Background: an optimization exercise with open tools, aiming at small area, a short achievable clock period and few clock cycles. Do not read the settings as production practice.
Function was not checked in any run shown here: the RTL went through the layout flow alone.

## flow/config.mk

```make
export PLATFORM = sky130hd
export DESIGN_NAME = maxfinder
export DESIGN_NICKNAME = maxfinder
export VERILOG_FILES = /design/flow/design.v
export SDC_FILE = /design/flow/constraint.sdc
export NUM_CORES = 4
export LEC_CHECK = 0
export CAP_MARGIN = 20
export CORE_MARGIN = 2
export CORE_UTILIZATION = 40
export SLEW_MARGIN = 20
export SYNTH_HIERARCHICAL = 1
export SYNTH_MINIMUM_KEEP_SIZE = 0
```

## flow/constraint.sdc

```tcl
create_clock -name core_clock -period 9.0 [get_ports {clk}]
set_input_delay 1.8000 -clock core_clock [delete_from_list [all_inputs] [get_ports {clk}]]
set_output_delay 1.8000 -clock core_clock [all_outputs]
set_load 0.01 [all_outputs]
```

## flow/design.v

```verilog
module maxfinder(clk, rst, start, x1, x2, x3, x4, eps, done, result);
input clk, start, rst;
input [4:0] x1, x2, x3, x4, eps;
output done;
output [4:0] result;
reg active;    
reg ph2;       
reg lx;        
reg [3:0] v1, v2, v3, v4;
wire signed [4:0] a1 = active ? {1'b0, v1} : x1;
wire signed [4:0] a2 = active ? {1'b0, v2} : x2;
wire signed [4:0] a3 = active ? {1'b0, v3} : x3;
wire signed [4:0] a4 = active ? {1'b0, v4} : x4;
wire [3:0] n1, n2, n3, n4;
wire t1s1;
wire t1c2;
mf_fa t1f0 (a2[0], a3[0], a4[0], t1s1, t1c2);
wire t1s3;
wire t1c4;
mf_fa t1f1 (a2[1], a3[1], a4[1], t1s3, t1c4);
wire t1s5;
wire t1c6;
mf_fa t1f2 (a2[2], a3[2], a4[2], t1s5, t1c6);
wire t1s7;
wire t1c8;
mf_fa t1f3 (a2[3], a3[3], a4[3], t1s7, t1c8);
wire t1s9;
wire t1c10;
mf_fa t1f4 (a2[4], a3[4], a4[4], t1s9, t1c10);
wire [6:0] t1 = {t1s9, t1s9, t1s9, t1s7, t1s5, t1s3, t1s1} + {t1c10, t1c10, t1c8, t1c6, t1c4, t1c2, 1'b0};
wire p1_11;
assign p1_11 = eps[0] & t1[0];
wire p1_12;
assign p1_12 = eps[0] & t1[1];
wire p1_13;
assign p1_13 = eps[0] & t1[2];
wire p1_14;
assign p1_14 = eps[0] & t1[3];
wire p1_15;
assign p1_15 = eps[0] & t1[4];
wire p1_16;
assign p1_16 = eps[0] & t1[5];
wire p1_17;
assign p1_17 = ~(eps[0] & t1[6]);
wire p1_18;
assign p1_18 = eps[1] & t1[0];
wire p1_19;
assign p1_19 = eps[1] & t1[1];
wire p1_20;
assign p1_20 = eps[1] & t1[2];
wire p1_21;
assign p1_21 = eps[1] & t1[3];
wire p1_22;
assign p1_22 = eps[1] & t1[4];
wire p1_23;
assign p1_23 = eps[1] & t1[5];
wire p1_24;
assign p1_24 = ~(eps[1] & t1[6]);
wire p1_25;
assign p1_25 = eps[2] & t1[0];
wire p1_26;
assign p1_26 = eps[2] & t1[1];
wire p1_27;
assign p1_27 = eps[2] & t1[2];
wire p1_28;
assign p1_28 = eps[2] & t1[3];
wire p1_29;
assign p1_29 = eps[2] & t1[4];
wire p1_30;
assign p1_30 = eps[2] & t1[5];
wire p1_31;
assign p1_31 = ~(eps[2] & t1[6]);
wire p1_32;
assign p1_32 = eps[3] & t1[0];
wire p1_33;
assign p1_33 = eps[3] & t1[1];
wire p1_34;
assign p1_34 = eps[3] & t1[2];
wire p1_35;
assign p1_35 = eps[3] & t1[3];
wire p1_36;
assign p1_36 = eps[3] & t1[4];
wire p1_37;
assign p1_37 = eps[3] & t1[5];
wire p1_38;
assign p1_38 = ~(eps[3] & t1[6]);
wire [10:0] e1 = {{3{a1[4]}}, a1, 3'b000} + 11'd80;
wire s1_s39;
wire s1_c40;
mf_ha s1_h40 (e1[3], p1_32, s1_s39, s1_c40);
wire s1_s41;
wire s1_c42;
mf_fa s1_f42 (e1[4], ~t1[0], p1_33, s1_s41, s1_c42);
wire s1_s43;
wire s1_c44;
mf_ha s1_h44 (p1_27, p1_21, s1_s43, s1_c44);
wire s1_s45;
wire s1_c46;
mf_fa s1_f46 (e1[5], ~t1[1], p1_34, s1_s45, s1_c46);
wire s1_s47;
wire s1_c48;
mf_fa s1_f48 (p1_28, p1_22, p1_16, s1_s47, s1_c48);
wire s1_s49;
wire s1_c50;
mf_fa s1_f50 (e1[6], ~t1[2], p1_35, s1_s49, s1_c50);
wire s1_s51;
wire s1_c52;
mf_fa s1_f52 (p1_29, p1_23, p1_17, s1_s51, s1_c52);
wire s1_s53;
wire s1_c54;
mf_fa s1_f54 (e1[7], ~t1[3], p1_36, s1_s53, s1_c54);
wire s1_s55;
wire s1_c56;
mf_ha s1_h56 (p1_30, p1_24, s1_s55, s1_c56);
wire s1_s57;
wire s1_c58;
mf_fa s1_f58 (e1[8], ~t1[4], p1_37, s1_s57, s1_c58);
wire s1_s59;
wire s1_c60;
mf_ha s1_h60 (p1_26, p1_20, s1_s59, s1_c60);
wire s1_s61;
wire s1_c62;
mf_fa s1_f62 (s1_c40, p1_15, s1_s41, s1_s61, s1_c62);
wire s1_s63;
wire s1_c64;
mf_fa s1_f64 (s1_c42, s1_c44, s1_s45, s1_s63, s1_c64);
wire s1_s65;
wire s1_c66;
mf_fa s1_f66 (s1_c46, s1_s49, s1_c48, s1_s65, s1_c66);
wire s1_s67;
wire s1_c68;
mf_fa s1_f68 (s1_c50, s1_s53, s1_s55, s1_s67, s1_c68);
wire s1_s69;
wire s1_c70;
mf_fa s1_f70 (s1_c54, p1_31, s1_s57, s1_s69, s1_c70);
wire s1_s71;
wire s1_c72;
mf_fa s1_f72 (e1[9], ~t1[5], s1_c58, s1_s71, s1_c72);
wire s1_s73;
wire s1_c74;
mf_ha s1_h74 (p1_25, p1_19, s1_s73, s1_c74);
wire s1_s75;
wire s1_c76;
mf_fa s1_f76 (s1_s39, p1_14, s1_s59, s1_s75, s1_c76);
wire s1_s77;
wire s1_c78;
mf_fa s1_f78 (s1_c60, s1_s43, s1_s61, s1_s77, s1_c78);
wire s1_s79;
wire s1_c80;
mf_fa s1_f80 (s1_c62, s1_s47, s1_s63, s1_s79, s1_c80);
wire s1_s81;
wire s1_c82;
mf_fa s1_f82 (s1_c64, s1_s65, s1_s51, s1_s81, s1_c82);
wire s1_s83;
wire s1_c84;
mf_fa s1_f84 (s1_c66, s1_c52, s1_s67, s1_s83, s1_c84);
wire s1_s85;
wire s1_c86;
mf_fa s1_f86 (s1_c56, s1_s69, s1_c68, s1_s85, s1_c86);
wire s1_s87;
wire s1_c88;
mf_fa s1_f88 (p1_38, s1_c70, s1_s71, s1_s87, s1_c88);
wire s1_s89;
wire s1_c90;
mf_fa s1_f90 (e1[10], t1[6], s1_c72, s1_s89, s1_c90);
wire [10:0] s1_ = {s1_c88, s1_c86, s1_c84, s1_c82, s1_c80, s1_c78, s1_c76, s1_c74, s1_s73, p1_18, p1_11} + {s1_s89, s1_s87, s1_s85, s1_s83, s1_s81, s1_s79, s1_s77, s1_s75, p1_13, p1_12, 1'b0};
assign n1 = s1_[10] ? 4'd0 : s1_[6:3];
wire t2s91;
wire t2c92;
mf_fa t2f0 (a1[0], a3[0], a4[0], t2s91, t2c92);
wire t2s93;
wire t2c94;
mf_fa t2f1 (a1[1], a3[1], a4[1], t2s93, t2c94);
wire t2s95;
wire t2c96;
mf_fa t2f2 (a1[2], a3[2], a4[2], t2s95, t2c96);
wire t2s97;
wire t2c98;
mf_fa t2f3 (a1[3], a3[3], a4[3], t2s97, t2c98);
wire t2s99;
wire t2c100;
mf_fa t2f4 (a1[4], a3[4], a4[4], t2s99, t2c100);
wire [6:0] t2 = {t2s99, t2s99, t2s99, t2s97, t2s95, t2s93, t2s91} + {t2c100, t2c100, t2c98, t2c96, t2c94, t2c92, 1'b0};
wire p2_101;
assign p2_101 = eps[0] & t2[0];
wire p2_102;
assign p2_102 = eps[0] & t2[1];
wire p2_103;
assign p2_103 = eps[0] & t2[2];
wire p2_104;
assign p2_104 = eps[0] & t2[3];
wire p2_105;
assign p2_105 = eps[0] & t2[4];
wire p2_106;
assign p2_106 = eps[0] & t2[5];
wire p2_107;
assign p2_107 = ~(eps[0] & t2[6]);
wire p2_108;
assign p2_108 = eps[1] & t2[0];
wire p2_109;
assign p2_109 = eps[1] & t2[1];
wire p2_110;
assign p2_110 = eps[1] & t2[2];
wire p2_111;
assign p2_111 = eps[1] & t2[3];
wire p2_112;
assign p2_112 = eps[1] & t2[4];
wire p2_113;
assign p2_113 = eps[1] & t2[5];
wire p2_114;
assign p2_114 = ~(eps[1] & t2[6]);
wire p2_115;
assign p2_115 = eps[2] & t2[0];
wire p2_116;
assign p2_116 = eps[2] & t2[1];
wire p2_117;
assign p2_117 = eps[2] & t2[2];
wire p2_118;
assign p2_118 = eps[2] & t2[3];
wire p2_119;
assign p2_119 = eps[2] & t2[4];
wire p2_120;
assign p2_120 = eps[2] & t2[5];
wire p2_121;
assign p2_121 = ~(eps[2] & t2[6]);
wire p2_122;
assign p2_122 = eps[3] & t2[0];
wire p2_123;
assign p2_123 = eps[3] & t2[1];
wire p2_124;
assign p2_124 = eps[3] & t2[2];
wire p2_125;
assign p2_125 = eps[3] & t2[3];
wire p2_126;
assign p2_126 = eps[3] & t2[4];
wire p2_127;
assign p2_127 = eps[3] & t2[5];
wire p2_128;
assign p2_128 = ~(eps[3] & t2[6]);
wire [10:0] e2 = {{3{a2[4]}}, a2, 3'b000} + 11'd80;
wire s2_s129;
wire s2_c130;
mf_ha s2_h130 (e2[3], p2_122, s2_s129, s2_c130);
wire s2_s131;
wire s2_c132;
mf_fa s2_f132 (e2[4], ~t2[0], p2_123, s2_s131, s2_c132);
wire s2_s133;
wire s2_c134;
mf_ha s2_h134 (p2_117, p2_111, s2_s133, s2_c134);
wire s2_s135;
wire s2_c136;
mf_fa s2_f136 (e2[5], ~t2[1], p2_124, s2_s135, s2_c136);
wire s2_s137;
wire s2_c138;
mf_fa s2_f138 (p2_118, p2_112, p2_106, s2_s137, s2_c138);
wire s2_s139;
wire s2_c140;
mf_fa s2_f140 (e2[6], ~t2[2], p2_125, s2_s139, s2_c140);
wire s2_s141;
wire s2_c142;
mf_fa s2_f142 (p2_119, p2_113, p2_107, s2_s141, s2_c142);
wire s2_s143;
wire s2_c144;
mf_fa s2_f144 (e2[7], ~t2[3], p2_126, s2_s143, s2_c144);
wire s2_s145;
wire s2_c146;
mf_ha s2_h146 (p2_120, p2_114, s2_s145, s2_c146);
wire s2_s147;
wire s2_c148;
mf_fa s2_f148 (e2[8], ~t2[4], p2_127, s2_s147, s2_c148);
wire s2_s149;
wire s2_c150;
mf_ha s2_h150 (p2_116, p2_110, s2_s149, s2_c150);
wire s2_s151;
wire s2_c152;
mf_fa s2_f152 (s2_c130, p2_105, s2_s131, s2_s151, s2_c152);
wire s2_s153;
wire s2_c154;
mf_fa s2_f154 (s2_c132, s2_c134, s2_s135, s2_s153, s2_c154);
wire s2_s155;
wire s2_c156;
mf_fa s2_f156 (s2_c136, s2_s139, s2_c138, s2_s155, s2_c156);
wire s2_s157;
wire s2_c158;
mf_fa s2_f158 (s2_c140, s2_s143, s2_s145, s2_s157, s2_c158);
wire s2_s159;
wire s2_c160;
mf_fa s2_f160 (s2_c144, p2_121, s2_s147, s2_s159, s2_c160);
wire s2_s161;
wire s2_c162;
mf_fa s2_f162 (e2[9], ~t2[5], s2_c148, s2_s161, s2_c162);
wire s2_s163;
wire s2_c164;
mf_ha s2_h164 (p2_115, p2_109, s2_s163, s2_c164);
wire s2_s165;
wire s2_c166;
mf_fa s2_f166 (s2_s129, p2_104, s2_s149, s2_s165, s2_c166);
wire s2_s167;
wire s2_c168;
mf_fa s2_f168 (s2_c150, s2_s133, s2_s151, s2_s167, s2_c168);
wire s2_s169;
wire s2_c170;
mf_fa s2_f170 (s2_c152, s2_s137, s2_s153, s2_s169, s2_c170);
wire s2_s171;
wire s2_c172;
mf_fa s2_f172 (s2_c154, s2_s155, s2_s141, s2_s171, s2_c172);
wire s2_s173;
wire s2_c174;
mf_fa s2_f174 (s2_c156, s2_c142, s2_s157, s2_s173, s2_c174);
wire s2_s175;
wire s2_c176;
mf_fa s2_f176 (s2_c146, s2_s159, s2_c158, s2_s175, s2_c176);
wire s2_s177;
wire s2_c178;
mf_fa s2_f178 (p2_128, s2_c160, s2_s161, s2_s177, s2_c178);
wire s2_s179;
wire s2_c180;
mf_fa s2_f180 (e2[10], t2[6], s2_c162, s2_s179, s2_c180);
wire [10:0] s2_ = {s2_c178, s2_c176, s2_c174, s2_c172, s2_c170, s2_c168, s2_c166, s2_c164, s2_s163, p2_108, p2_101} + {s2_s179, s2_s177, s2_s175, s2_s173, s2_s171, s2_s169, s2_s167, s2_s165, p2_103, p2_102, 1'b0};
assign n2 = s2_[10] ? 4'd0 : s2_[6:3];
wire t3s181;
wire t3c182;
mf_fa t3f0 (a1[0], a2[0], a4[0], t3s181, t3c182);
wire t3s183;
wire t3c184;
mf_fa t3f1 (a1[1], a2[1], a4[1], t3s183, t3c184);
wire t3s185;
wire t3c186;
mf_fa t3f2 (a1[2], a2[2], a4[2], t3s185, t3c186);
wire t3s187;
wire t3c188;
mf_fa t3f3 (a1[3], a2[3], a4[3], t3s187, t3c188);
wire t3s189;
wire t3c190;
mf_fa t3f4 (a1[4], a2[4], a4[4], t3s189, t3c190);
wire [6:0] t3 = {t3s189, t3s189, t3s189, t3s187, t3s185, t3s183, t3s181} + {t3c190, t3c190, t3c188, t3c186, t3c184, t3c182, 1'b0};
wire p3_191;
assign p3_191 = eps[0] & t3[0];
wire p3_192;
assign p3_192 = eps[0] & t3[1];
wire p3_193;
assign p3_193 = eps[0] & t3[2];
wire p3_194;
assign p3_194 = eps[0] & t3[3];
wire p3_195;
assign p3_195 = eps[0] & t3[4];
wire p3_196;
assign p3_196 = eps[0] & t3[5];
wire p3_197;
assign p3_197 = ~(eps[0] & t3[6]);
wire p3_198;
assign p3_198 = eps[1] & t3[0];
wire p3_199;
assign p3_199 = eps[1] & t3[1];
wire p3_200;
assign p3_200 = eps[1] & t3[2];
wire p3_201;
assign p3_201 = eps[1] & t3[3];
wire p3_202;
assign p3_202 = eps[1] & t3[4];
wire p3_203;
assign p3_203 = eps[1] & t3[5];
wire p3_204;
assign p3_204 = ~(eps[1] & t3[6]);
wire p3_205;
assign p3_205 = eps[2] & t3[0];
wire p3_206;
assign p3_206 = eps[2] & t3[1];
wire p3_207;
assign p3_207 = eps[2] & t3[2];
wire p3_208;
assign p3_208 = eps[2] & t3[3];
wire p3_209;
assign p3_209 = eps[2] & t3[4];
wire p3_210;
assign p3_210 = eps[2] & t3[5];
wire p3_211;
assign p3_211 = ~(eps[2] & t3[6]);
wire p3_212;
assign p3_212 = eps[3] & t3[0];
wire p3_213;
assign p3_213 = eps[3] & t3[1];
wire p3_214;
assign p3_214 = eps[3] & t3[2];
wire p3_215;
assign p3_215 = eps[3] & t3[3];
wire p3_216;
assign p3_216 = eps[3] & t3[4];
wire p3_217;
assign p3_217 = eps[3] & t3[5];
wire p3_218;
assign p3_218 = ~(eps[3] & t3[6]);
wire [10:0] e3 = {{3{a3[4]}}, a3, 3'b000} + 11'd80;
wire s3_s219;
wire s3_c220;
mf_ha s3_h220 (e3[3], p3_212, s3_s219, s3_c220);
wire s3_s221;
wire s3_c222;
mf_fa s3_f222 (e3[4], ~t3[0], p3_213, s3_s221, s3_c222);
wire s3_s223;
wire s3_c224;
mf_ha s3_h224 (p3_207, p3_201, s3_s223, s3_c224);
wire s3_s225;
wire s3_c226;
mf_fa s3_f226 (e3[5], ~t3[1], p3_214, s3_s225, s3_c226);
wire s3_s227;
wire s3_c228;
mf_fa s3_f228 (p3_208, p3_202, p3_196, s3_s227, s3_c228);
wire s3_s229;
wire s3_c230;
mf_fa s3_f230 (e3[6], ~t3[2], p3_215, s3_s229, s3_c230);
wire s3_s231;
wire s3_c232;
mf_fa s3_f232 (p3_209, p3_203, p3_197, s3_s231, s3_c232);
wire s3_s233;
wire s3_c234;
mf_fa s3_f234 (e3[7], ~t3[3], p3_216, s3_s233, s3_c234);
wire s3_s235;
wire s3_c236;
mf_ha s3_h236 (p3_210, p3_204, s3_s235, s3_c236);
wire s3_s237;
wire s3_c238;
mf_fa s3_f238 (e3[8], ~t3[4], p3_217, s3_s237, s3_c238);
wire s3_s239;
wire s3_c240;
mf_ha s3_h240 (p3_206, p3_200, s3_s239, s3_c240);
wire s3_s241;
wire s3_c242;
mf_fa s3_f242 (s3_c220, p3_195, s3_s221, s3_s241, s3_c242);
wire s3_s243;
wire s3_c244;
mf_fa s3_f244 (s3_c222, s3_c224, s3_s225, s3_s243, s3_c244);
wire s3_s245;
wire s3_c246;
mf_fa s3_f246 (s3_c226, s3_s229, s3_c228, s3_s245, s3_c246);
wire s3_s247;
wire s3_c248;
mf_fa s3_f248 (s3_c230, s3_s233, s3_s235, s3_s247, s3_c248);
wire s3_s249;
wire s3_c250;
mf_fa s3_f250 (s3_c234, p3_211, s3_s237, s3_s249, s3_c250);
wire s3_s251;
wire s3_c252;
mf_fa s3_f252 (e3[9], ~t3[5], s3_c238, s3_s251, s3_c252);
wire s3_s253;
wire s3_c254;
mf_ha s3_h254 (p3_205, p3_199, s3_s253, s3_c254);
wire s3_s255;
wire s3_c256;
mf_fa s3_f256 (s3_s219, p3_194, s3_s239, s3_s255, s3_c256);
wire s3_s257;
wire s3_c258;
mf_fa s3_f258 (s3_c240, s3_s223, s3_s241, s3_s257, s3_c258);
wire s3_s259;
wire s3_c260;
mf_fa s3_f260 (s3_c242, s3_s227, s3_s243, s3_s259, s3_c260);
wire s3_s261;
wire s3_c262;
mf_fa s3_f262 (s3_c244, s3_s245, s3_s231, s3_s261, s3_c262);
wire s3_s263;
wire s3_c264;
mf_fa s3_f264 (s3_c246, s3_c232, s3_s247, s3_s263, s3_c264);
wire s3_s265;
wire s3_c266;
mf_fa s3_f266 (s3_c236, s3_s249, s3_c248, s3_s265, s3_c266);
wire s3_s267;
wire s3_c268;
mf_fa s3_f268 (p3_218, s3_c250, s3_s251, s3_s267, s3_c268);
wire s3_s269;
wire s3_c270;
mf_fa s3_f270 (e3[10], t3[6], s3_c252, s3_s269, s3_c270);
wire [10:0] s3_ = {s3_c268, s3_c266, s3_c264, s3_c262, s3_c260, s3_c258, s3_c256, s3_c254, s3_s253, p3_198, p3_191} + {s3_s269, s3_s267, s3_s265, s3_s263, s3_s261, s3_s259, s3_s257, s3_s255, p3_193, p3_192, 1'b0};
assign n3 = s3_[10] ? 4'd0 : s3_[6:3];
wire t4s271;
wire t4c272;
mf_fa t4f0 (a1[0], a2[0], a3[0], t4s271, t4c272);
wire t4s273;
wire t4c274;
mf_fa t4f1 (a1[1], a2[1], a3[1], t4s273, t4c274);
wire t4s275;
wire t4c276;
mf_fa t4f2 (a1[2], a2[2], a3[2], t4s275, t4c276);
wire t4s277;
wire t4c278;
mf_fa t4f3 (a1[3], a2[3], a3[3], t4s277, t4c278);
wire t4s279;
wire t4c280;
mf_fa t4f4 (a1[4], a2[4], a3[4], t4s279, t4c280);
wire [6:0] t4 = {t4s279, t4s279, t4s279, t4s277, t4s275, t4s273, t4s271} + {t4c280, t4c280, t4c278, t4c276, t4c274, t4c272, 1'b0};
wire p4_281;
assign p4_281 = eps[0] & t4[0];
wire p4_282;
assign p4_282 = eps[0] & t4[1];
wire p4_283;
assign p4_283 = eps[0] & t4[2];
wire p4_284;
assign p4_284 = eps[0] & t4[3];
wire p4_285;
assign p4_285 = eps[0] & t4[4];
wire p4_286;
assign p4_286 = eps[0] & t4[5];
wire p4_287;
assign p4_287 = ~(eps[0] & t4[6]);
wire p4_288;
assign p4_288 = eps[1] & t4[0];
wire p4_289;
assign p4_289 = eps[1] & t4[1];
wire p4_290;
assign p4_290 = eps[1] & t4[2];
wire p4_291;
assign p4_291 = eps[1] & t4[3];
wire p4_292;
assign p4_292 = eps[1] & t4[4];
wire p4_293;
assign p4_293 = eps[1] & t4[5];
wire p4_294;
assign p4_294 = ~(eps[1] & t4[6]);
wire p4_295;
assign p4_295 = eps[2] & t4[0];
wire p4_296;
assign p4_296 = eps[2] & t4[1];
wire p4_297;
assign p4_297 = eps[2] & t4[2];
wire p4_298;
assign p4_298 = eps[2] & t4[3];
wire p4_299;
assign p4_299 = eps[2] & t4[4];
wire p4_300;
assign p4_300 = eps[2] & t4[5];
wire p4_301;
assign p4_301 = ~(eps[2] & t4[6]);
wire p4_302;
assign p4_302 = eps[3] & t4[0];
wire p4_303;
assign p4_303 = eps[3] & t4[1];
wire p4_304;
assign p4_304 = eps[3] & t4[2];
wire p4_305;
assign p4_305 = eps[3] & t4[3];
wire p4_306;
assign p4_306 = eps[3] & t4[4];
wire p4_307;
assign p4_307 = eps[3] & t4[5];
wire p4_308;
assign p4_308 = ~(eps[3] & t4[6]);
wire [10:0] e4 = {{3{a4[4]}}, a4, 3'b000} + 11'd80;
wire s4_s309;
wire s4_c310;
mf_ha s4_h310 (e4[3], p4_302, s4_s309, s4_c310);
wire s4_s311;
wire s4_c312;
mf_fa s4_f312 (e4[4], ~t4[0], p4_303, s4_s311, s4_c312);
wire s4_s313;
wire s4_c314;
mf_ha s4_h314 (p4_297, p4_291, s4_s313, s4_c314);
wire s4_s315;
wire s4_c316;
mf_fa s4_f316 (e4[5], ~t4[1], p4_304, s4_s315, s4_c316);
wire s4_s317;
wire s4_c318;
mf_fa s4_f318 (p4_298, p4_292, p4_286, s4_s317, s4_c318);
wire s4_s319;
wire s4_c320;
mf_fa s4_f320 (e4[6], ~t4[2], p4_305, s4_s319, s4_c320);
wire s4_s321;
wire s4_c322;
mf_fa s4_f322 (p4_299, p4_293, p4_287, s4_s321, s4_c322);
wire s4_s323;
wire s4_c324;
mf_fa s4_f324 (e4[7], ~t4[3], p4_306, s4_s323, s4_c324);
wire s4_s325;
wire s4_c326;
mf_ha s4_h326 (p4_300, p4_294, s4_s325, s4_c326);
wire s4_s327;
wire s4_c328;
mf_fa s4_f328 (e4[8], ~t4[4], p4_307, s4_s327, s4_c328);
wire s4_s329;
wire s4_c330;
mf_ha s4_h330 (p4_296, p4_290, s4_s329, s4_c330);
wire s4_s331;
wire s4_c332;
mf_fa s4_f332 (s4_c310, p4_285, s4_s311, s4_s331, s4_c332);
wire s4_s333;
wire s4_c334;
mf_fa s4_f334 (s4_c312, s4_c314, s4_s315, s4_s333, s4_c334);
wire s4_s335;
wire s4_c336;
mf_fa s4_f336 (s4_c316, s4_s319, s4_c318, s4_s335, s4_c336);
wire s4_s337;
wire s4_c338;
mf_fa s4_f338 (s4_c320, s4_s323, s4_s325, s4_s337, s4_c338);
wire s4_s339;
wire s4_c340;
mf_fa s4_f340 (s4_c324, p4_301, s4_s327, s4_s339, s4_c340);
wire s4_s341;
wire s4_c342;
mf_fa s4_f342 (e4[9], ~t4[5], s4_c328, s4_s341, s4_c342);
wire s4_s343;
wire s4_c344;
mf_ha s4_h344 (p4_295, p4_289, s4_s343, s4_c344);
wire s4_s345;
wire s4_c346;
mf_fa s4_f346 (s4_s309, p4_284, s4_s329, s4_s345, s4_c346);
wire s4_s347;
wire s4_c348;
mf_fa s4_f348 (s4_c330, s4_s313, s4_s331, s4_s347, s4_c348);
wire s4_s349;
wire s4_c350;
mf_fa s4_f350 (s4_c332, s4_s317, s4_s333, s4_s349, s4_c350);
wire s4_s351;
wire s4_c352;
mf_fa s4_f352 (s4_c334, s4_s335, s4_s321, s4_s351, s4_c352);
wire s4_s353;
wire s4_c354;
mf_fa s4_f354 (s4_c336, s4_c322, s4_s337, s4_s353, s4_c354);
wire s4_s355;
wire s4_c356;
mf_fa s4_f356 (s4_c326, s4_s339, s4_c338, s4_s355, s4_c356);
wire s4_s357;
wire s4_c358;
mf_fa s4_f358 (p4_308, s4_c340, s4_s341, s4_s357, s4_c358);
wire s4_s359;
wire s4_c360;
mf_fa s4_f360 (e4[10], t4[6], s4_c342, s4_s359, s4_c360);
wire [10:0] s4_ = {s4_c358, s4_c356, s4_c354, s4_c352, s4_c350, s4_c348, s4_c346, s4_c344, s4_s343, p4_288, p4_281} + {s4_s359, s4_s357, s4_s355, s4_s353, s4_s351, s4_s349, s4_s347, s4_s345, p4_283, p4_282, 1'b0};
assign n4 = s4_[10] ? 4'd0 : s4_[6:3];
function lt2(input f1, f2, f3, f4);
    lt2 = !((f1 & (f2 | f3 | f4)) | (f2 & (f3 | f4)) | (f3 & f4));
endfunction
wire z1 = |v1, z2 = |v2, z3 = |v3, z4 = |v4;
wire g12 = v1 > v2, e12 = v1 == v2;
wire g34 = v3 > v4, e34 = v3 == v4;
wire [3:0] w12 = g12 ? v1 : v2;
wire [3:0] w34 = g34 ? v3 : v4;
wire gf = w12 > w34, ef = w12 == w34;
wire [3:0] vmax = gf ? w12 : w34;
wire u1 = gf & g12;
wire u2 = gf & !g12 & !e12;
wire u3 = !gf & !ef & g34;
wire u4 = !gf & !ef & !g34 & !e34;
wire uniq = u1 | u2 | u3 | u4;
wire [5:0] sv = v1 + v2 + v3 + v4;
wire known = eps[3] & (!uniq | ({vmax, 1'b0} > sv));
wire k1 = lx ? z1 : u1;
wire k2 = lx ? z2 : u2;
wire k3 = lx ? z3 : u3;
wire k4 = lx ? z4 : u4;
assign done = active & (ph2 | lx | known | lt2(z1, z2, z3, z4));
assign result = ({5{k1}} & x1) | ({5{k2}} & x2) | ({5{k3}} & x3) | ({5{k4}} & x4);
always @(posedge clk) begin
    v1 <= n1; v2 <= n2; v3 <= n3; v4 <= n4;
    lx <= !active & lt2(|a1, |a2, |a3, |a4);
    if (rst) begin
        active <= 1'b0;
        ph2 <= 1'b0;
    end else begin
        active <= active ? !done : start;
        ph2 <= active & !done;
    end
end
endmodule
module mf_fa(input a, b, c, output s, co);
assign s = a ^ b ^ c;
assign co = (a & b) | (a & c) | (b & c);
endmodule
module mf_ha(input a, b, output s, co);
assign s = a ^ b;
assign co = a & b;
endmodule
```

## flow/flow/run.sh

```bash
#!/bin/bash
export BUFFER_PORTS_ARGS="-buffer_cell sky130_fd_sc_hd__buf_2"
cp standard.sh standard_copy.sh.txt
bash standard.sh > standard.log 2>&1
```

## flow/standard.sh

```bash
#!/bin/bash
# synth_recipe.tcl (not shown) runs the flow's synth.tcl, then flattens the netlist and writes it again
# the make line also repeats each setting of config.mk as NAME=value (left out here)
make -C /OpenROAD-flow-scripts/flow DESIGN_CONFIG=/design/flow/config.mk WORK_HOME=/design/flow/orfs CLKGATE_MAP_FILE= SYNTH_SCRIPT=/design/flow/synth_recipe.tcl "${@:-finish}"
```

==> results of run 1 <==
## flip-flops by register name, indices dropped and copies added (netlist names)
| name | cells |
|---|---|
| ph2 | 1 |
| v3 | 4 |
| v1 | 4 |
| v2 | 4 |
| v4 | 4 |
| active | 1 |
| lx | 1 |
## through the flow
step / utilization / setup slack [ns] / hold slack, ns / std cells
detailed placement: 0.431 / 1.66 / 0.662 / 943
global route: 0.435 / 1.56 / 0.722 / 947
global placement: 0.431 / 1.74 / 0.677 / 943
finish: 0.435 / 1.95 / 0.664 / 947
floorplan: - / 2.54 / 0.594 / 707
CTS: 0.435 / 1.93 / 0.670 / 947
## per-module statistics from Yosys (local to each module, per instance)
module     times used  cells inside  flip-flops and latches
maxfinder           1           583                      19
mf_fa             104             1                       0
mf_ha              20             1                       0
## routing by layer
layer,GRT usage,up-vias,wire (um)
li1,-,2427,-
met1,0.243,2521,7150
met2,0.336,130,7930
met3,0.0210,37,760
met4,0.0544,0,418
met5,0,-,0
## worst max-delay path, stage by stage
cell,delay (ns)
buf_2,0.12
mux2i_1,0.41
inv_1,0.26
fa_1,0.54
ha_1,0.23
fa_1,0.40
a21o_1,0.17
a21oi_1,0.19
xnor2_1,0.25
and2_1,0.21
fa_1,0.42
fa_1,0.52
fa_1,0.43
ha_1,0.28
nand2_1,0.10
nor2_1,0.05
a211oi_1,0.20
o21ai_0,0.15
xnor2_1,0.31
and3b_1,0.22
## Yosys cell counts (2+ instances only)
cell type / count
fa_1: 116
and2_1: 97
ha_1: 97
inv_1: 50
nand2_1: 39
a21oi_1: 32
nor2_1: 30
xnor2_1: 24
dfxtp_1: 19
xor2_1: 19
o21ai_0: 16
mux2i_1: 15
nand4_1: 14
mux2_2: 12
a21o_1: 11
clkbuf_1: 11
nor2b_1: 10
nor3_1: 10
nand2b_1: 9
nand3_1: 9
a22oi_1: 6
nor3b_1: 6
a211oi_1: 5
a31oi_1: 5
and3_1: 5
o21ai_1: 5
buf_2: 4
o211ai_1: 4
or2_2: 4
and3b_1: 3
or4_1: 3
or4_4: 3
o2111ai_1: 2
## layout make-up
class / count / area, sq um
Multi-Input combinational cell: 621 / 6150
Clock inverter: 1 / 5.00
Tap cell: 220 / 275
Fill cell: 1590 / 9400
Inverter: 50 / 188
Clock buffer: 3 / 75.1
Sequential cell: 19 / 380
Timing Repair Buffer: 33 / 168
## kinds of logic (layout without fill, tap and decap cells)
logic type,after synthesis,count (layout),synth area share
multiplexers,27,27,0.0419
flip-flops,19,19,0.0559
XOR/XNOR,43,43,0.0553
AO/OA/AOI/OAI,89,89,0.0803
buffers and inverters,67,87,0.0404
AND/OR/NAND/NOR,249,249,0.207
adder cells (fa/ha/maj),213,213,0.519
## final timing paths
check,depth (start not counted),end,from,slack (ns)
setup reg to reg,20,v2[1]$_SDFF_PP0_,active$_SDFF_PP0_,2.88
hold / removal,3,ph2$_SDFF_PP0_,ph2$_SDFF_PP0_,0.66
setup / recovery,20,v2[1]$_SDFF_PP0_,x1[1],1.95
hold reg to reg,3,ph2$_SDFF_PP0_,ph2$_SDFF_PP0_,0.66
==> metrics.md, run 1 <==
| Metric | Value |
|---|---|
| Overall die area | 18100 sq um |
| Core area | ~17000 sq um |
| Post-cts gate resize count | 0 |
| Master cell of the clock root buffer | clkbuf_16 |
| Source-to-sink clock delay at the later pin of the worst-skew pair | about 0.26 ns |
| GRT Total Usage | 0.189 |
| Maximum net fanout on the critical path | 5 |
| Share of post-route cells with drive strength above 1 | 0.0798 |
| Type of element capturing the critical path | register |
| Slew margin rel. | 0.359 |
| Most used flip-flop cell after synthesis | dfxtp_1 |
| Async SR Flop Fraction | 0 |
| Post-route clock period utilization | 0.783 |
| Startpoint types | input port |
| Maximum number of pins on one net before global-route repair | 32 |
| EDFF count, synth | 0 |
| Global-route wire length before repair | between 20 and 30 mm |
| Worst clock skew | between 0.007 and 0.008 ns |
| Cell accounting for the most synthesized area | fa_1 |
| Total CTS buffers | 3 |
| Routed via count | between 5000 and 6000 |
| Buffers inserted during post-CTS setup optimization | 0 |
| CTS tree | done |
| Placer's final routability congestion estimate | ~0.93 |
| Actual transition at the worst max-transition pin | 0.960 ns |
| Unrepaired setup endpoints after global routing | false |
| Die X-Extent | roughly 130 um |
| Period minus WS final | 7.05 ns |
| WL final | 16.3 mm |
| Final instance area | around 7200 sq um |
| Clock tree sinks | 19 |
| Final-report setup violation count | 0 |
| Post-synth net total | between 900 and 1000 |
| Syn Area/Cell | 9.63 sq um |
| Cell Area, Synth | 6810 sq um |
| I/O pin count | 34 |
| Setup total negative slack | 0 ns |
| Sequential fraction of the synthesis area | 0.0559 |
| Number of standard-cell rows in the floorplan | 47 |
| Global-route congestion overflow total | 0 |
| Average via count per standard cell | around 5.4 |
| Port Buffer Count | 32 |
| Net count of the finished layout | just under 1000 |
| Detailed-route DRC error count | 0 |
| Synth top area cells | fa_1 34%, ha_1 18%, and2_1 8.9%, dfxtp_1 5.6%, xnor2_1 3.1% |
| Cell Area, Placed | approximately 7000 sq um |
| Worst endpoint required time | about 9.2 ns |
| Critical Setup Path Class | in -> reg |
| First drt pass iteration count | 4 |
| Data arrival, critical path | roughly 7.3 ns |
| Total of warnings raised by yosys | 7 |
| Gate count of the mapped netlist | 707 |
| Clock-pin slew on the worst setup and hold paths | about 0.060 ns |
| Result of the run | complete, no violations |
| CTS Hold Buffers Added | 0 |
| Vertical extent of the die | between 100 and 150 um |
| Clk buf depth | 2 |
| Area growth from synthesis to layout | 6.39% |
| Depth of the CTS H-tree | 1 |
| Number of antenna violations at the first check in global routing | 0 |
| Final hold violation count | 0 |
| DP HPWL | around 14 mm |
| Number of slew-limit violations in the final report | 0 |
| Netlist cell types | 45 |
| Initial standard-cell utilization of the core | 0.409 |
| Synthesis-stage register bit count | 19 |
| Antenna Diode Count | 0 |
| Drt initial violations | 240 |
| Count of maximum capacitance violations | 0 |
| Via count of the first global-routing pass | between 5000 and 6000 |
| Maximum clock rate | ~140 MHz |
| Antenna violation net count after detailed routing | 0 |
| Class of the most critical hold timing path | reg -> reg |
| Yosys top cell area share | 0.341 |
| WL/cell | between 15 and 20 um |
| Most common cell after layout, fill and taps aside | fa_1 |
| Commonest cells after routing, fill and taps aside | 116 x fa_1, 97 x and2_1, 97 x ha_1 |
==> inputs of run 2 (changes only) <==
--- a/flow/config.mk
+++ b/flow/config.mk
@@ -8,5 +8,5 @@
 export CAP_MARGIN = 20
 export CORE_MARGIN = 2
-export CORE_UTILIZATION = 40
+export CORE_UTILIZATION = 60
 export SLEW_MARGIN = 20
 export SYNTH_HIERARCHICAL = 1
==> run 2 against run 1 <==
  * Still clean on timing, DRC and antenna
  * Sequential cell count stayed put
  * Via count is 1.0% lower
  * Register-to-register slack hardly changed
  * Critical path depth stayed put
  * Critical endpoint is now v4[1]$_SDFF_PP0_
  * Highest routed layer unchanged
==> metrics.md, run 2 <==
| Metric | Value |
|---|---|
| Post-cts gate resize count | 0 (unchanged) |
| Clock-pin slew on the worst setup and hold paths | 0.06 ns (about the same) |
| Multi-input gate area in the final layout | 6150 sq um (unchanged) |
| PnR worst setup slack | 1.92 ns (-0.0316 ns) |
| Drt initial violations | 316 (+32%) |
| CTS tree | done |
| Gate count of the mapped netlist | 707 (unchanged) |
| I/O pin count | 34 (unchanged) |
| Maximum net fanout on the critical path | 5 (unchanged) |
| Final hold violation count | 0 (unchanged) |
| Total CTS buffers | 3 (unchanged) |
| Most common cell after layout, fill and taps aside | fa_1 |
| Post-route clock period utilization | 0.787 (+0.00351) |
| Sequential fraction of the synthesis area | 0.0559 (unchanged) |
| Cell with the biggest individual delay on the critical path | fa_1 |
| Maximum number of pins on one net before global-route repair | 32 (unchanged) |
| Commonest cells after routing, fill and taps aside | 116 x fa_1, 97 x and2_1, 97 x ha_1 |
| Maximum clock rate | 141 MHz (-0.45%) |
| Die X-Extent | 111 um (-18%) |
| CTS Hold Buffers Added | 0 (unchanged) |
| Average via count per standard cell | 5.84 (+8.1%) |
| Source-to-sink clock delay at the later pin of the worst-skew pair | 0.25 ns (about the same) |
| Data arrival, critical path | 7.27 ns (+0.02 ns) |
| Initial standard-cell utilization of the core | 0.623 (+0.214) |
| EDFF count, synth | 0 (unchanged) |
| Setup total negative slack | 0 ns (unchanged) |
| Yosys top cell area share | 0.341 (unchanged) |
| Most used flip-flop cell after synthesis | dfxtp_1 |
| Number of antenna violations at the first check in global routing | 0 (unchanged) |
| Routed via count | 5063 (-1.0%) |
| Vertical extent of the die | 111 um (-18%) |
| Antenna Diode Count | 0 (unchanged) |
| Sequential Area | 380 sq um (unchanged) |
| Global-route congestion overflow total | 0 (unchanged) |
| Depth of the CTS H-tree | 1 (unchanged) |
| Most frequently used cell type in the post-synthesis netlist | fa_1 |
| Top Metal Used | met4 |
| Share of post-route cells with drive strength above 1 | 0.0798 (unchanged) |
| First drt pass iteration count | 4 (unchanged) |
| Routed met1 length | 7.28 mm (+1.9%) |
| Syn Area/Cell | 9.63 sq um (unchanged) |
| Worst endpoint required time | 9.19 ns (-0.02 ns) |
| Slew margin rel. | 0.390 (+0.0309) |
| Post-synth net total | 948 (unchanged) |
| Result of the run | complete, no violations |
| Antenna violation net count after detailed routing | 0 (unchanged) |
| Number of inserted filler cells in the final layout | 928 (-42%) |
| Core area | 10900 sq um (-34%) |
| Actual transition at the worst max-transition pin | 0.913 ns (-0.0463 ns) |
| Cell-by-cell trace of the critical path | buf_2 -> mux2i_1 -> inv_1 -> fa_1 -> ha_1 -> fa_1 -> a21o_1 -> a21oi_1 -> xnor2_1 -> and2_1 -> fa_1 -> fa_1 -> fa_1 -> ha_1 -> nand2_1 -> nor2_1 -> a211oi_1 -> o21ai_0 -> xnor2_1 -> and3b_1 |
| Via count of the first global-routing pass | 5480 (-2.0%) |
| Post-Route Utilization | 0.653 (+0.218) |
| WL final | 15.8 mm (-2.9%) |
| Startpoint types | input port |
| Overall die area | 12200 sq um (-32%) |
| Clk buf depth | 2 (unchanged) |
| Number of standard-cell rows in the floorplan | 38 (-19%) |
| Type of element capturing the critical path | register |
| Synthesis-stage register bit count | 19 (unchanged) |
| Final-report setup violation count | 0 (unchanged) |
| Port Buffer Count | 32 (unchanged) |
| Class of the most critical hold timing path | reg -> reg |
| WL/cell | 18.2 um (+6.1%) |
| Period minus WS final | 7.08 ns (+0.0316 ns) |
| Async SR Flop Fraction | 0 (unchanged) |
| Synth top area cells | fa_1 34%, ha_1 18%, and2_1 8.9%, dfxtp_1 5.6%, xnor2_1 3.1% |
| Placer's final routability congestion estimate | 0.870 (-6.2%) |
| Cell mode on critical path | fa_1 |
| Clock tree sinks | 19 (unchanged) |
| Cell Area, Placed | 7070 sq um (-1.4%) |
| Count of maximum capacitance violations | 0 (unchanged) |
| Crit path largest cell delay | 0.55 ns (about the same) |
| Top cell types by occurrence after synthesis | 116 x fa_1, 97 x and2_1, 97 x ha_1 |
| Total of warnings raised by yosys | 7 (unchanged) |
| Critical Setup Path Class | in -> reg |
| Cell Area, Synth | 6810 sq um (unchanged) |
| Worst clock skew | 0.000837 ns (-0.00668 ns) |
| Area growth from synthesis to layout | 4.92% |
| Unrepaired setup endpoints after global routing | false |
| Detailed-route DRC error count | 0 (unchanged) |
| Buffers inserted during post-CTS setup optimization | 0 (unchanged) |
| Master cell of the clock root buffer | clkbuf_16 |
| Netlist cell types | 45 (unchanged) |
| Number of slew-limit violations in the final report | 0 (unchanged) |
| Worst slack at placement | 1.64 ns (-0.0231 ns) |
| Final instance area | 7150 sq um (-1.4%) |
| Net count of the finished layout | 969 (unchanged) |
| DP HPWL | 13.4 mm (-2.1%) |
| Global-route wire length before repair | 27.5 mm (unchanged) |
| Routed length on met2 | 7.60 mm (-4.1%) |
| Cell accounting for the most synthesized area | fa_1 |
| Met3 WL post-DR | 712 um (-6.3%) |
| GRT Total Usage | 0.275 (+0.0859) |
[run 2: cell counts after synthesis]
Identical to the previous run, type by type.
[run 2: final timing paths]
path / from / endpoint / slack, ns / cells past startpoint
setup / recovery: x1[1] / v4[1]$_SDFF_PP0_ / 1.92 / 20
hold reg to reg: ph2$_SDFF_PP0_ / ph2$_SDFF_PP0_ / 0.70 / 3
hold / removal: ph2$_SDFF_PP0_ / ph2$_SDFF_PP0_ / 0.70 / 3
setup reg to reg: active$_SDFF_PP0_ / v4[1]$_SDFF_PP0_ / 2.87 / 20
[run 2: final cells by class]
class	count	area share
clock buffers	3	0.0105
clock inverters	1	0.000700
inverters	50	0.0263
multi-input cells	621	0.861
flip-flops and latches	19	0.0532
well taps	140	0.0245
repair buffers	33	0.0235
[run 2: routing by layer]
layer,track usage,up-vias
li1,-,2439
met1,0.388,2495
met2,0.469,108
met3,0.0269,21
met4,0.0467,0
met5,0,-
[run 2: per-module statistics from Yosys (local to each module, per instance)]
module	cell area (sq um)	copies in the design	cells inside	flops+latches
maxfinder	4480	1	583	19
mf_fa	20.0	104	1	0
mf_ha	12.5	20	1	0
[run 2: cells by family after synthesis]
family | count (synthesis) | share of synthesized area
XOR/XNOR | 43 | 0.0553
buffers and inverters | 67 | 0.0404
flip-flops | 19 | 0.0559
AND/OR/NAND/NOR | 249 | 0.207
adder cells (fa/ha/maj) | 213 | 0.519
AO/OA/AOI/OAI | 89 | 0.0803
multiplexers | 27 | 0.0419
[run 2: worst max-delay path: cells and delay by family]
family | cells | cell delay (ns)
multiplexers | 1 | 0.35
AND/OR/NAND/NOR | 4 | 0.56
AO/OA/AOI/OAI | 4 | 0.79
adder cells (fa/ha/maj) | 7 | 2.87
buffers and inverters | 2 | 0.38
XOR/XNOR | 2 | 0.50
[run 2: metrics by stage]
stage / instances / hold WS (ns)
after CTS: 867 / 0.696
after detailed placement: 863 / 0.683
after global routing: 867 / 0.728
after global placement: 863 / 0.663
final: 867 / 0.698
after floorplan: 707 / 0.594
==> inputs of run 3 (changes only) <==
--- a/flow/config.mk
+++ b/flow/config.mk
@@ -8,5 +8,6 @@
 export CAP_MARGIN = 20
 export CORE_MARGIN = 2
-export CORE_UTILIZATION = 60
+export CORE_UTILIZATION = 40
+export SETUP_SLACK_MARGIN = 2.2
 export SLEW_MARGIN = 20
 export SYNTH_HIERARCHICAL = 1
==> run 3 against run 2 <==
  * Sequential cell count stayed put
  * Die area is 48% higher
  * Wire length is 4.0% higher
  * Sequential share of layout area is 0.21 points lower
  * Critical path depth stayed put
  * Global-route usage is 8.6 points lower
  * Highest routed layer unchanged
==> metrics.md, run 3 <==
| Metric | Value |
|---|---|
| Placer's final routability congestion estimate | 0.927 (+6.6%) |
| Synthesis-stage register bit count | 19 (unchanged) |
| First drt pass iteration count | 4 (unchanged) |
| CTS tree | done |
| Net count of the finished layout | 972 (+0.31%) |
| Post-synth net total | 948 (unchanged) |
| Maximum net fanout on the critical path | 5 (unchanged) |
| Initial standard-cell utilization of the core | 0.409 (-0.214) |
| Netlist cell types | 45 (unchanged) |
| Antenna Diode Count | 0 (unchanged) |
| DP HPWL | 13.7 mm (+2.1%) |
| Drt initial violations | 231 (-27%) |
| Number of standard-cell rows in the floorplan | 47 (+24%) |
| Share of post-route cells with drive strength above 1 | 0.133 (+0.0531) |
| Period minus WS final | 6.63 ns (-0.445 ns) |
| Maximum clock rate | 151 MHz (+6.7%) |
| Type of element capturing the critical path | register |
| Total of warnings raised by yosys | 7 (unchanged) |
| GRT Total Usage | 0.189 (-0.0858) |
| Setup total negative slack | 0 ns (unchanged) |
| Yosys top cell area share | 0.341 (unchanged) |
| Top cell types by occurrence after synthesis | 116 x fa_1, 97 x and2_1, 97 x ha_1 |
| Worst endpoint required time | 9.16 ns (-0.03 ns) |
| Non-filler cells in the finished layout | 950 (+9.6%) |
| Detailed-route DRC error count | 0 (unchanged) |
| Async SR Flop Fraction | 0 (unchanged) |
| EDFF count, synth | 0 (unchanged) |
| Final instance area | 7440 sq um (+4.2%) |
| I/O pin count | 34 (unchanged) |
| Total CTS buffers | 3 (unchanged) |
| Final-report setup violation count | 0 (unchanged) |
| WL final | 16.4 mm (+4.0%) |
| Data arrival, critical path | 6.80 ns (-0.47 ns) |
| Met3 Usage GRT | 0.0191 (-0.00775) |
| Result of the run | complete, no violations |
| Antenna violation net count after detailed routing | 0 (unchanged) |
| Vertical extent of the die | 134 um (+22%) |
| Clock tree sinks | 19 (unchanged) |
| Most common cell after layout, fill and taps aside | fa_1 |
| CTS Hold Buffers Added | 0 (unchanged) |
| Cell accounting for the most synthesized area | fa_1 |
| Cell Area, Placed | 7170 sq um (+1.4%) |
| Critical Setup Path Class | in -> reg |
| Core area | 16600 sq um (+52%) |
| Actual transition at the worst max-transition pin | 0.832 ns (-0.0817 ns) |
| Via count of the first global-routing pass | 5576 (+1.8%) |
| Number of antenna violations at the first check in global routing | 0 (unchanged) |
| Post-Route Utilization | 0.447 (-0.206) |
| Worst clock skew | 0.0103 ns (+0.00944 ns) |
| Depth of the CTS H-tree | 1 (unchanged) |
| Sequential fraction of the synthesis area | 0.0559 (unchanged) |
| Count of maximum capacitance violations | 0 (unchanged) |
| Post-route clock period utilization | 0.737 (-0.0495) |
| Syn Area/Cell | 9.63 sq um (unchanged) |
| Average via count per standard cell | 5.37 (-8.1%) |
| Maximum number of pins on one net before global-route repair | 32 (unchanged) |
| Routing usage on met1 | 0.245 (-0.143) |
| Clock-pin slew on the worst setup and hold paths | 0.06 ns (about the same) |
| Clk buf depth | 2 (unchanged) |
| Final hold violation count | 0 (unchanged) |
| Area growth from synthesis to layout | 9.30% |
| Synth top area cells | fa_1 34%, ha_1 18%, and2_1 8.9%, dfxtp_1 5.6%, xnor2_1 3.1% |
| Busiest layer in global routing | met2 |
| Routed via count | 5098 (+0.69%) |
| Global-route wire length before repair | 27.4 mm (about the same) |
| Source-to-sink clock delay at the later pin of the worst-skew pair | 0.27 ns (+0.02 ns) |
| Class of the most critical hold timing path | reg -> reg |
| Gate count of the mapped netlist | 707 (unchanged) |
| Number of slew-limit violations in the final report | 0 (unchanged) |
| Cell Area, Synth | 6810 sq um (unchanged) |
| Hold slack | 0.663 ns (-0.0348 ns) |
| Global-route congestion overflow total | 0 (unchanged) |
| Master cell of the clock root buffer | clkbuf_16 |
| Startpoint types | input port |
| Most frequently used cell type in the post-synthesis netlist | fa_1 |
| Overall die area | 18100 sq um (+48%) |
| Slew margin rel. | 0.444 (+0.0546) |
| Placed cell count | 943 (+9.3%) |
| Port Buffer Count | 32 (unchanged) |
| Commonest cells after routing, fill and taps aside | 116 x fa_1, 97 x and2_1, 97 x ha_1 |
| Most used flip-flop cell after synthesis | dfxtp_1 |
| Die X-Extent | 134 um (+22%) |
| Unrepaired setup endpoints after global routing | true |
| Met2 Use GR | 0.336 (-0.133) |
| WL/cell | 17.3 um (-5.1%) |
run 3: cell types whose count changed in the layout (fill, tap and decap cells not counted), moves of 8 or more:
cell     before  now
a21oi_1      32   24
xnor2_1      24   16
xnor2_2       0    8
a21oi_2       0    8
run 3: through the flow:
step                      worst slack (ns)
after floorplan                       2.54
after global placement                1.74
after detailed placement              1.66
after CTS                             2.20
after global routing                  2.15
final                                 2.37
run 3: worst paths after layout:
| path | start | end | slack [ns] | depth (start not counted) |
|---|---|---|---|---|
| worst max register to register | active$_SDFF_PP0_ | v2[1]$_SDFF_PP0_ | 3.22 | 20 |
| worst min register to register | ph2$_SDFF_PP0_ | ph2$_SDFF_PP0_ | 0.66 | 3 |
| worst max-delay path | x1[3] | v2[1]$_SDFF_PP0_ | 2.37 | 20 |
| worst min-delay path | ph2$_SDFF_PP0_ | ph2$_SDFF_PP0_ | 0.66 | 3 |
run 3: layer usage:
metal  up-vias  routed length (um)
li1       2442                   -
met1      2528                7370
met2       103                8140
met3        25                 629
met4         0                 291
met5         -                   0
run 3: per-module statistics from Yosys (local to each module, per instance):
| module | copies in the design | cell area [sq um] | flip-flops and latches | cells inside |
|---|---|---|---|---|
| maxfinder | 1 | 4480 | 19 | 583 |
| mf_ha | 20 | 12.5 | 0 | 1 |
| mf_fa | 104 | 20.0 | 0 | 1 |
run 3: final cells by class:
class | count | area (sq um)
clock buffer | 3 | 75.1
clock inverter | 1 | 5.00
fill | 1572 | 9200
inverter | 50 | 188
multi-input combinational | 621 | 6330
sequential | 19 | 380
tap | 220 | 275
timing repair buffer | 36 | 190
run 3: logic make-up after synthesis:
family	Yosys count	share of synthesized area
adder cells (fa/ha/maj)	213	0.519
multiplexers	27	0.0419
buffers and inverters	67	0.0404
AO/OA/AOI/OAI	89	0.0803
AND/OR/NAND/NOR	249	0.207
XOR/XNOR	43	0.0553
flip-flops	19	0.0559
run 3: what timing repair did:
item,CTS,global route
buffers inserted,1,2
pin swaps,1,3
setup endpoints to repair,16,17
gates resized for setup,10,31
run 3: worst max-delay path: stages:
cell and delay [ns]:
buf_2 0.12, mux2i_2 0.38, inv_1 0.26, fa_1 0.54
ha_1 0.34, a21o_1 0.20, a21oi_2 0.18, xnor2_2 0.18
and2_1 0.19, fa_1 0.42, fa_1 0.52, fa_1 0.43
ha_1 0.28, nand2_1 0.10, nor2_1 0.05, a211oi_1 0.20
o21ai_0 0.15, xnor2_1 0.14, buf_4 0.15, and3b_1 0.16
==> inputs of run 4 (changes only) <==
--- a/flow/config.mk
+++ b/flow/config.mk
@@ -9,5 +9,5 @@
 export CORE_MARGIN = 2
 export CORE_UTILIZATION = 40
-export SETUP_SLACK_MARGIN = 2.2
+export SETUP_SLACK_MARGIN = 2.6
 export SLEW_MARGIN = 20
 export SYNTH_HIERARCHICAL = 1
==> run 4 against run 3 <==
  * Cell area grew 5.9%
  * Setup slack better by 0.17 ns
  * Via count increased by 3.2%
  * Fmax increased by 2.7%
  * Clock skew shrank 0.0083 ns
  * Sequential share of layout area down 0.22 points
  * Wire length increased by 5.3%
  * Largest cell class unchanged
==> metrics.md, run 4 <==
| Metric | Value |
|---|---|
| Number of antenna violations at the first check in global routing | 0 (unchanged) |
| Average via count per standard cell | 5.44 (+1.4%) |
| Detailed-route DRC error count | 0 (unchanged) |
| Maximum number of pins on one net before global-route repair | 32 (unchanged) |
| Number of inserted filler cells in the final layout | 1572 (unchanged) |
| CTS tree | done |
| Top cell types by occurrence after synthesis | 116 x fa_1, 97 x and2_1, 97 x ha_1 |
| Global-route congestion overflow total | 0 (unchanged) |
| Maximum net fanout on the critical path | 5 (unchanged) |
| Period minus WS final | 6.46 ns (-0.173 ns) |
| Worst endpoint required time | 9.18 ns (+0.02 ns) |
| Xor and xnor area share after synthesis | 0.0553 (unchanged) |
| Type of element capturing the critical path | register |
| Adder-cell share of the synthesized area | 0.519 (unchanged) |
| Compound-cell area share of the yosys netlist | 0.0803 (unchanged) |
| Via count of the first global-routing pass | 5740 (+2.9%) |
| Critical Setup Path Class | in -> reg |
| Gate count of the mapped netlist | 707 (unchanged) |
| Final-report setup violation count | 0 (unchanged) |
| Class of the most critical hold timing path | reg -> reg |
| Cell mode on critical path | fa_1 |
| Commonest cells after routing, fill and taps aside | 108 x fa_1, 91 x and2_1, 88 x ha_1 |
| I/O pin count | 34 (unchanged) |
| Share of post-route cells with drive strength above 1 | 0.214 (+0.0813) |
| Source-to-sink clock delay at the later pin of the worst-skew pair | 0.25 ns (-0.02 ns) |
| Area growth from synthesis to layout | 15.7% |
| Count of maximum capacitance violations | 0 (unchanged) |
| Initial standard-cell utilization of the core | 0.409 (unchanged) |
| Synth top area cells | fa_1 34%, ha_1 18%, and2_1 8.9%, dfxtp_1 5.6%, xnor2_1 3.1% |
| First drt pass iteration count | 4 (unchanged) |
| EDFF count, synth | 0 (unchanged) |
| Most used flip-flop cell after synthesis | dfxtp_1 |
| Routed via count | 5261 (+3.2%) |
| Clk buf depth | 2 (unchanged) |
| Number of standard-cell rows in the floorplan | 47 (unchanged) |
| Worst clock skew | 0.00202 ns (-0.00826 ns) |
| Cell accounting for the most synthesized area | fa_1 |
| Hold slack | 0.652 ns (-0.0113 ns) |
| Cell Area, Synth | 6810 sq um (unchanged) |
| Maximum clock rate | 155 MHz (+2.7%) |
| Most common cell after layout, fill and taps aside | fa_1 |
| Yosys top cell area share | 0.341 (unchanged) |
| Placer's final routability congestion estimate | 0.892 (-3.8%) |
| Cell with the biggest individual delay on the critical path | fa_1 |
| Clock-pin slew on the worst setup and hold paths | 0.06 ns (about the same) |
| Async SR Flop Fraction | 0 (unchanged) |
| WL/cell | 17.9 um (+3.4%) |
| Sequential fraction of the synthesis area | 0.0559 (unchanged) |
| Master cell of the clock root buffer | clkbuf_16 |
| DP HPWL | 14.1 mm (+3.1%) |
| WL final | 17.3 mm (+5.3%) |
| Post-synth net total | 948 (unchanged) |
| Cell-by-cell trace of the critical path | buf_6 -> mux2i_4 -> inv_4 -> fa_1 -> ha_2 -> fa_2 -> a21o_1 -> a21oi_2 -> xnor2_2 -> and2_4 -> fa_1 -> fa_1 -> fa_1 -> ha_4 -> nand2_4 -> nor2_2 -> a211oi_2 -> o21ai_1 -> xnor2_1 -> and3b_1 |
| GRT Total Usage | 0.198 (+0.00892) |
| Global-route wire length before repair | 28.5 mm (+3.8%) |
| Depth of the CTS H-tree | 1 (unchanged) |
| Antenna violation net count after detailed routing | 0 (unchanged) |
| Setup total negative slack | 0 ns (unchanged) |
| Antenna Diode Count | 0 (unchanged) |
| Core area | 16600 sq um (unchanged) |
| Startpoint types | input port |
| Final hold violation count | 0 (unchanged) |
| Port Buffer Count | 32 (unchanged) |
| Data arrival, critical path | 6.64 ns (-0.16 ns) |
| Slew margin rel. | 0.428 (-0.0165) |
| Most frequently used cell type in the post-synthesis netlist | fa_1 |
| Total of warnings raised by yosys | 7 (unchanged) |
| Overall die area | 18100 sq um (unchanged) |
| Simple-gate area share of the yosys netlist | 0.207 (unchanged) |
| Netlist cell types | 45 (unchanged) |
| Actual transition at the worst max-transition pin | 0.856 ns (+0.0247 ns) |
| Synthesis-stage register bit count | 19 (unchanged) |
| Vertical extent of the die | 134 um (unchanged) |
| Die X-Extent | 134 um (unchanged) |
| Post-route clock period utilization | 0.718 (-0.0192) |
| Dominant combinational cell family by area after synthesis | adder cells |
| CTS Hold Buffers Added | 0 (unchanged) |
| Unrepaired setup endpoints after global routing | true |
| Drt initial violations | 299 (+29%) |
| Total CTS buffers | 3 (unchanged) |
| Syn Area/Cell | 9.63 sq um (unchanged) |
| Result of the run | complete, no violations |
| Crit path largest cell delay | 0.54 ns (about the same) |
| Number of slew-limit violations in the final report | 0 (unchanged) |
| Net count of the finished layout | 989 (+1.7%) |
| Portion of netlist area occupied by mux cells | 0.0419 (unchanged) |
| Clock tree sinks | 19 (unchanged) |
==> run 4: cell counts after synthesis <==
No cell type changed its count.
==> run 4: repair_timing <==
| action | CTS | global route |
|---|---|---|
| pin swaps | 21 | 36 |
| endpoints found under the setup margin | 17 | 17 |
| resized for setup | 71 | 47 |
| cloned | 0 | 0 |
| setup buffers | 12 | 8 |
==> run 4: layout make-up <==
class	instances	area, sq um	share of cell area
multi-input combinational	621	6590	0.836
inverter	50	200	0.0254
tap	220	275	0.0349
sequential	19	385	0.0489
clock buffer	4	78.8	0.0100
timing repair buffer	53	350	0.0445
==> run 4: cell families after synthesis <==
logic type,count (synthesis)
xor+xnor,43
buf+inv,67
flops,19
simple gates,249
fa+ha+maj,213
compound gates,89
mux,27
==> run 4: worst max-delay path, delay by kind of cell <==
family | cells | cell delay [ns]
XOR/XNOR | 2 | 0.42
AO/OA/AOI/OAI | 4 | 0.69
buffers and inverters | 2 | 0.20
adder cells (fa/ha/maj) | 7 | 2.79
multiplexers | 1 | 0.21
AND/OR/NAND/NOR | 4 | 0.54
==> run 4: stage by stage <==
| stage | util | instance area, sq um | setup slack, ns | instances |
|---|---|---|---|---|
| global route | 0.474 | 7880 | 2.39 | 967 |
| CTS | 0.457 | 7610 | 2.56 | 959 |
| global placement | 0.431 | 7170 | 1.83 | 943 |
| detailed placement | 0.431 | 7170 | 1.77 | 943 |
| finish | 0.474 | 7880 | 2.54 | 967 |
| floorplan | - | 6820 | 2.62 | 707 |
==> run 4: modules after synthesis, one instance, submodules excluded <==
module,times used,cells inside,flip-flops and latches
mf_fa,104,1,0
maxfinder,1,583,19
mf_ha,20,1,0
==> run 4: routing by layer <==
| metal | vias to the layer above | share of wire | track usage | wire [um] |
|---|---|---|---|---|
| met1 | 2626 | 0.45 | 0.268 | 7780 |
| met3 | 21 | 0.038 | 0.0221 | 650 |
| li1 | 2476 | - | - | - |
| met2 | 138 | 0.50 | 0.345 | 8570 |
| met5 | - | 0 | 0 | 0 |
| met4 | 0 | 0.017 | 0.0380 | 295 |
==> run 4: worst paths after layout <==
kind	depth (start not counted)	slack, ns	to	from
max	20	2.54	v2[1]$_SDFF_PP0_	x1[1]
min	3	0.65	ph2$_SDFF_PP0_	ph2$_SDFF_PP0_
max reg2reg	20	3.25	v2[1]$_SDFF_PP0_	active$_SDFF_PP0_
min reg2reg	3	0.65	ph2$_SDFF_PP0_	ph2$_SDFF_PP0_
==> inputs of run 5 (changes only) <==
--- a/flow/config.mk
+++ b/flow/config.mk
@@ -9,5 +9,5 @@
 export CORE_MARGIN = 2
 export CORE_UTILIZATION = 40
-export SETUP_SLACK_MARGIN = 2.6
+export SETUP_SLACK_MARGIN = 2.0
 export SLEW_MARGIN = 20
 export SYNTH_HIERARCHICAL = 1
==> run 5 against run 4 <==
  * Final cell count decreased by 2.0%
  * Clock skew up 0.0031 ns
  * Via count down 3.2%
  * Fmax down 4.3%
  * Sequential share of layout area grew 0.28 points
  * Sequential cell count did not move
  * Cell area decreased by 6.7%
  * First-iteration DRC count decreased by 10%
  * Synthesized cell count is the same
  * Critical endpoint unchanged
==> metrics.md, run 5 <==
| Metric | Value |
|---|---|
| Via count of the first global-routing pass | 5599 (-2.5%) |
| Clk buf depth | 2 (unchanged) |
| Antenna violation net count after detailed routing | 0 (unchanged) |
| Count of maximum capacitance violations | 0 (unchanged) |
| Netlist cell types | 45 (unchanged) |
| Sequential fraction of the synthesis area | 0.0559 (unchanged) |
| WL/cell | 17.2 um (-3.9%) |
| Average via count per standard cell | 5.37 (-1.2%) |
| Cell with the biggest individual delay on the critical path | fa_1 |
| I/O pin count | 34 (unchanged) |
| Result of the run | complete, no violations |
| Post-synth net total | 948 (unchanged) |
| Depth of the CTS H-tree | 1 (unchanged) |
| Type of element capturing the critical path | register |
| Cell Area, Synth | 6810 sq um (unchanged) |
| Clock-pin slew on the worst setup and hold paths | 0.06 ns (about the same) |
| Worst clock skew | 0.00516 ns (+0.00314 ns) |
| Clock tree sinks | 19 (unchanged) |
| Maximum number of pins on one net before global-route repair | 32 (unchanged) |
| Most common cell after layout, fill and taps aside | fa_1 |
| Yosys top cell area share | 0.341 (unchanged) |
| Syn Area/Cell | 9.63 sq um (unchanged) |
| GRT Total Usage | 0.189 (-0.00880) |
| Total CTS buffers | 3 (unchanged) |
| Net count of the finished layout | 970 (-1.9%) |
| Area growth from synthesis to layout | 8.01% |
| Hold slack | 0.665 ns (+0.0130 ns) |
| Worst slack at placement | 1.66 ns (-0.114 ns) |
-- run 5: cell counts after synthesis --
No cell type changed its count.
-- run 5: layout make-up --
class / instances / share of cell area
Tap cell: 220 / 0.0374
Multi-Input combinational cell: 621 / 0.851
Inverter: 50 / 0.0255
Sequential cell: 19 / 0.0517
Timing Repair Buffer: 34 / 0.0238
Clock buffer: 3 / 0.0102
Clock inverter: 1 / 0.000680
-- run 5: per-stage QoR --
stage | instances | instance area, sq um
finish | 948 | 7360
global route | 948 | 7360
CTS | 947 | 7250
detailed placement | 943 | 7170
global placement | 943 | 7170
floorplan | 707 | 6810
-- run 5: kinds of logic (layout without fill, tap and decap cells) --
family | Yosys count | after routing | synth area share
buffers and inverters | 67 | 88 | 0.0404
muxes | 27 | 27 | 0.0419
DFF | 19 | 19 | 0.0559
xor gates and xnor gates | 43 | 43 | 0.0553
and+or+nand+nor | 249 | 249 | 0.207
AOI/OAI and AO/OA | 89 | 89 | 0.0803
adders and majority gates | 213 | 213 | 0.519
-- run 5: worst paths after layout --
kind | from | end | slack [ns] | depth (start not counted)
worst max register to register | active$_SDFF_PP0_ | v2[1]$_SDFF_PP0_ | 3.08 | 20
worst min-delay path | ph2$_SDFF_PP0_ | ph2$_SDFF_PP0_ | 0.67 | 3
worst max-delay path | x1[1] | v2[1]$_SDFF_PP0_ | 2.25 | 20
worst min register to register | ph2$_SDFF_PP0_ | ph2$_SDFF_PP0_ | 0.67 | 3
-- run 5: repair_timing --
| action | CTS | global route |
|---|---|---|
| hold buffers | 0 | 0 |
| gates resized for setup | 1 | 23 |
| pin swaps | 0 | 3 |
| setup endpoints to repair | 6 | 17 |
| setup buffers | 0 | 1 |
-- run 5: layer usage --
layer / vias up / global-route usage / wire, um
li1: 2434 / - / -
met1: 2514 / 0.244 / 7210
met2: 116 / 0.336 / 8120
met3: 30 / 0.0210 / 647
met4: 0 / 0.0544 / 318
met5: - / 0 / 0
-- run 5: worst register-to-register path, delay by kind of cell, from the launching register on --
kind	cells	cell delay [ns]
adders and majority gates	7	2.80
buffers and inverters	2	0.50
DFF	1	0.31
muxes	1	0.43
and+or+nand+nor	4	0.58
xor gates and xnor gates	2	0.56
AOI/OAI and AO/OA	4	0.71
-- run 5: modules after synthesis, one instance, submodules excluded --
module,flops+latches,cells inside,area [sq um]
mf_fa,0,1,20.0
mf_ha,0,1,12.5
maxfinder,19,583,4480

-- port drivers added, routing unchanged --
The flow's constraints put no driver on any port. The routed layouts listed below were extracted and timed again, unchanged, in two steps. Step 1, drivers: a clkbuf_16 drives clk and a buf_2 each remaining input, both assumed. Step 2 also shifts input and output timing later by t, the mid clock arrival at the registers, as if the neighbouring blocks saw the same clock. Slacks: ideal ports / drivers / drivers and shift; pairs: ideal ports / drivers.
run	t (ns)	slack for setup (ns)	hold WS [ns]	slew at the worst register clock pin (ns)	worst data-port slew with drivers (ns)
run 1	0.295	1.953 / 1.966 / 1.671	0.664 / 0.664 / 0.664	0.06 / 0.06	0.04
run 2	0.287	1.921 / 1.935 / 1.647	0.698 / 0.698 / 0.698	0.06 / 0.06	0.04
run 3	0.297	2.366 / 2.376 / 2.079	0.663 / 0.663 / 0.663	0.06 / 0.06	0.04
run 4	0.288	2.540 / 2.543 / 2.255	0.652 / 0.652 / 0.652	0.06 / 0.06	0.06
run 5	0.291	2.249 / 2.260 / 1.969	0.665 / 0.665 / 0.665	0.06 / 0.06	0.04
After both steps setup and hold are still met in every run listed. The setup slack of run 3, which loses most, moves by +0.010 ns with the drivers and by -0.287 ns with both steps.
